What follows belongs to an exercise in optimizing a design on an open flow for small area and a short achievable clock period; a production flow would make more cautious choices.
Function was checked by simulation only, so behaviour that the tests miss may differ from the original.
The clock port is modelled as an ideal driver, which makes a skipped or thinned clock tree look cheaper than it is; a real chip needs a root buffer or a tree.
Power and IR drop assume default switching activity.

## oak
==> flow/design.v <==
module nibble_mem (
    input  wire        clk,
    input  wire        rst_n,    
    input  wire [3:0]  din,
    input  wire        store,
    input  wire        next,
    input  wire        prev,
    output wire [3:0]  dout,
    output reg  [5:0]  addr
);
    reg store_ff1, store_ff2;
    reg next_ff1,  next_ff2;
    reg prev_ff1,  prev_ff2;
    wire store_p = store_ff1 & ~store_ff2;
    wire next_p  = next_ff1  & ~next_ff2;
    wire prev_p  = prev_ff1  & ~prev_ff2;
    reg up;      
    reg dn;      
    reg wr;      
    reg hold;    
    reg step;    
    reg dir;     
    always @(posedge clk or negedge rst_n) begin
        if (!rst_n) begin
            store_ff1 <= 1'b0; store_ff2 <= 1'b0;
            next_ff1  <= 1'b0; next_ff2  <= 1'b0;
            prev_ff1  <= 1'b0; prev_ff2  <= 1'b0;
            up <= 1'b0;
            dn <= 1'b0;
            wr <= 1'b0;
            hold <= 1'b1;
            step <= 1'b0;
            dir  <= 1'b0;
        end else begin
            store_ff1 <= store; store_ff2 <= store_ff1;
            next_ff1  <= next;  next_ff2  <= next_ff1;
            prev_ff1  <= prev;  prev_ff2  <= prev_ff1;
            up <= store_p | next_p;
            dn <= prev_p & ~(store_p | next_p);
            wr <= store_p;
            hold <= ~(store_p | next_p | prev_p);
            step <= store_p | next_p | prev_p;
            if (store_p | next_p)
                dir <= 1'b1;
            else if (prev_p)
                dir <= 1'b0;
        end
    end
    always @(posedge clk or negedge rst_n) begin
        if (!rst_n)
            addr <= 6'd0;
        else if (step)
            addr <= dir ? addr + 6'd1 : addr - 6'd1;
    end
    reg       par;
    reg [3:0] pos [0:63];
    wire [3:0] pv  = {4{par}};
    wire [3:0] x0  = pos[0] ^ pv;             
    wire [3:0] d1  = pos[1] ^ pv;             
    wire [3:0] d63 = pos[63] ^ pv;            
    wire [3:0] w63 = (wr ? din : pos[0]) ^ pv;
    wire [3:0] src_up [0:63];    
    wire [3:0] src_dn [0:63];    
    genvar j;
    generate
        for (j = 1; j < 63; j = j + 1) begin : g_src
            assign src_up[j] = pos[j+1];
        end
        for (j = 2; j < 64; j = j + 1) begin : g_srd
            assign src_dn[j] = pos[j-1];
        end
    endgenerate
    assign src_up[63] = w63;
    assign src_dn[1]  = x0;
    assign src_up[0]  = 4'd0;    
    assign src_dn[0]  = 4'd0;    
    integer i;
    always @(posedge clk or negedge rst_n) begin
        if (!rst_n) begin
            par <= 1'b0;
            for (i = 0; i < 64; i = i + 1)
                pos[i] <= 4'd0;
        end else begin
            par <= ~par;
            pos[0] <= up ? d1 : dn ? d63 : pos[0];
            for (i = 1; i < 64; i = i + 1)
                pos[i] <= ~((pos[i] & {4{hold}}) | (src_up[i] & {4{up}}) | (src_dn[i] & {4{dn}}));
        end
    end
    assign dout = pos[0];
endmodule
clock: 4.0 ns
lec_check: 0
cap_margin: 20
core_margin: 2
core_utilization: 35
cts_cluster_diameter: 100
cts_cluster_size: 30
setup_slack_margin: 2.4
slew_margin: 60
standard.sh (not shown) runs the stock make flow with config.mk's settings and CLKGATE_MAP_FILE= SYNTH_SCRIPT=/design/flow/synth_recipe.tcl, a recipe that flattens the netlist after the stock synthesis.
==> flow/flow/run.sh <==
#!/bin/bash
# Layout flow: the standard ORFS flow (standard synthesis unchanged), with
#  - plain buffers (buf_2) on the ports instead of the default port buffer choice,
#  - resizing not restricted to the same cell footprint,
#  - CTS without dummy loads and with larger sink clusters,
#  - repair aimed at a tighter period than the design's (setup margin).
# Each make run writes its full output to a log file in this folder.
set -euo pipefail
export BUFFER_PORTS_ARGS="-buffer_cell sky130_fd_sc_hd__buf_2"
export CTS_ARGS="-sink_clustering_enable -repair_clock_nets -dont_use_dummy_load -sink_clustering_size 30 -sink_clustering_max_diameter 100"
bash standard.sh MATCH_CELL_FOOTPRINT=0 finish > make_finish.log 2>&1
oak finished end to end and its layout was clean on timing, DRC and antenna.
--- input diff oak..pine ---
==> flow/flow/run.sh <==
#!/bin/bash
# Layout flow: the standard ORFS flow (standard synthesis unchanged), with
#  - plain buffers (buf_2) on the ports instead of the default port buffer choice,
#  - resizing not restricted to the same cell footprint,
#  - CTS without dummy loads and with larger sink clusters,
set -euo pipefail
export BUFFER_PORTS_ARGS="-buffer_cell sky130_fd_sc_hd__buf_2"
export CTS_ARGS="-sink_clustering_enable -repair_clock_nets -dont_use_dummy_load -sink_clustering_size 30 -sink_clustering_max_diameter 100"
R=orfs/results/sky130hd/nibble_mem/base
bash standard.sh MATCH_CELL_FOOTPRINT=0 cts > make_cts.log 2>&1
ODB_IN=$R/4_cts.odb ODB_OUT=$R/4_cts.odb openroad -no_init -exit flow/rmroot.tcl > rmroot.log 2>&1
bash standard.sh MATCH_CELL_FOOTPRINT=0 finish > make_finish.log 2>&1
==> flow/flow/rmroot.tcl (new file) <==
read_db $::env(ODB_IN)
set block [ord::get_db_block]
set clk_net [[$block findBTerm clk] getNet]
set its [$clk_net getITerms]
if {[llength $its] == 1} {
  set root [[lindex $its 0] getInst]
  set out_net [[$root findITerm X] getNet]
  set loads {}
  foreach it [$out_net getITerms] { if {[$it getInst] ne $root} { lappend loads $it } }
  if {[llength $loads] <= 4 && [llength [$out_net getBTerms]] == 0} {
    foreach it $loads { $it disconnect; $it connect $clk_net }
    [$root findITerm A] disconnect
    [$root findITerm X] disconnect
    puts "rmroot: removed [$root getName], clk now feeds [llength $loads] pins"
    odb::dbInst_destroy $root
    odb::dbNet_destroy $out_net
  }
}
write_db $::env(ODB_OUT)
-- flow/config.mk --
<<< oak, line 13
export SETUP_SLACK_MARGIN = 2.4
export SLEW_MARGIN = 60
>>> pine, line 13
export SETUP_SLACK_MARGIN = 2.4
export SLEW_MARGIN = 20
Findings:
Delta (pine minus oak): non-clock buffer count decreased by about 20% relative to the old numbers; wire length on met2 decreased by 290 um relative to the old numbers; design area decreased by about 2% relative to the old numbers; fraction of power spent switching nets increased by 0.29 points relative to the old numbers.
Of oak and pine, the lower proportion of power drawn by combinational gates belongs to pine.
pine | status: complete | timing, DRC, antenna: pass
Detailed-route vias per instance: oak vs pine — no meaningful difference
When pine is measured against oak, its setup slack turns out 0.12 ns higher.
Going from oak to pine, the highest attainable clock frequency was found to have gone up by about 7%.
Summary of pine over oak: sequential cell area fraction in the yosys report now sits at about the same level, met2 usage went up by 0.55 points.

separate check: timing with driven ports:
Ports are ideal in the flow. The routed layouts listed here were re-timed in OpenROAD. Step 1, drivers: a clkbuf_16 drives clk and a buf_2 each remaining input, both assumed. Step 2 also shifts input and output timing later by t, the mid clock arrival at the registers, as if the neighbouring blocks saw the same clock. Slacks: no drivers / after step 1 / after step 2; pairs: no drivers / after step 1.
run | shift t [ns] | setup WS [ns] | slew at the worst register clock pin (ns) | worst data-port slew with drivers (ns)
oak | 0.498 | 2.131 / 2.090 / 2.215 | 0.11 / 0.11 | 0.07
pine | 0.385 | 2.247 / 2.188 / 2.264 | 0.11 / 0.11 | 0.07
After both steps every run listed still meets setup and hold. Setup slack includes reset recovery checks.
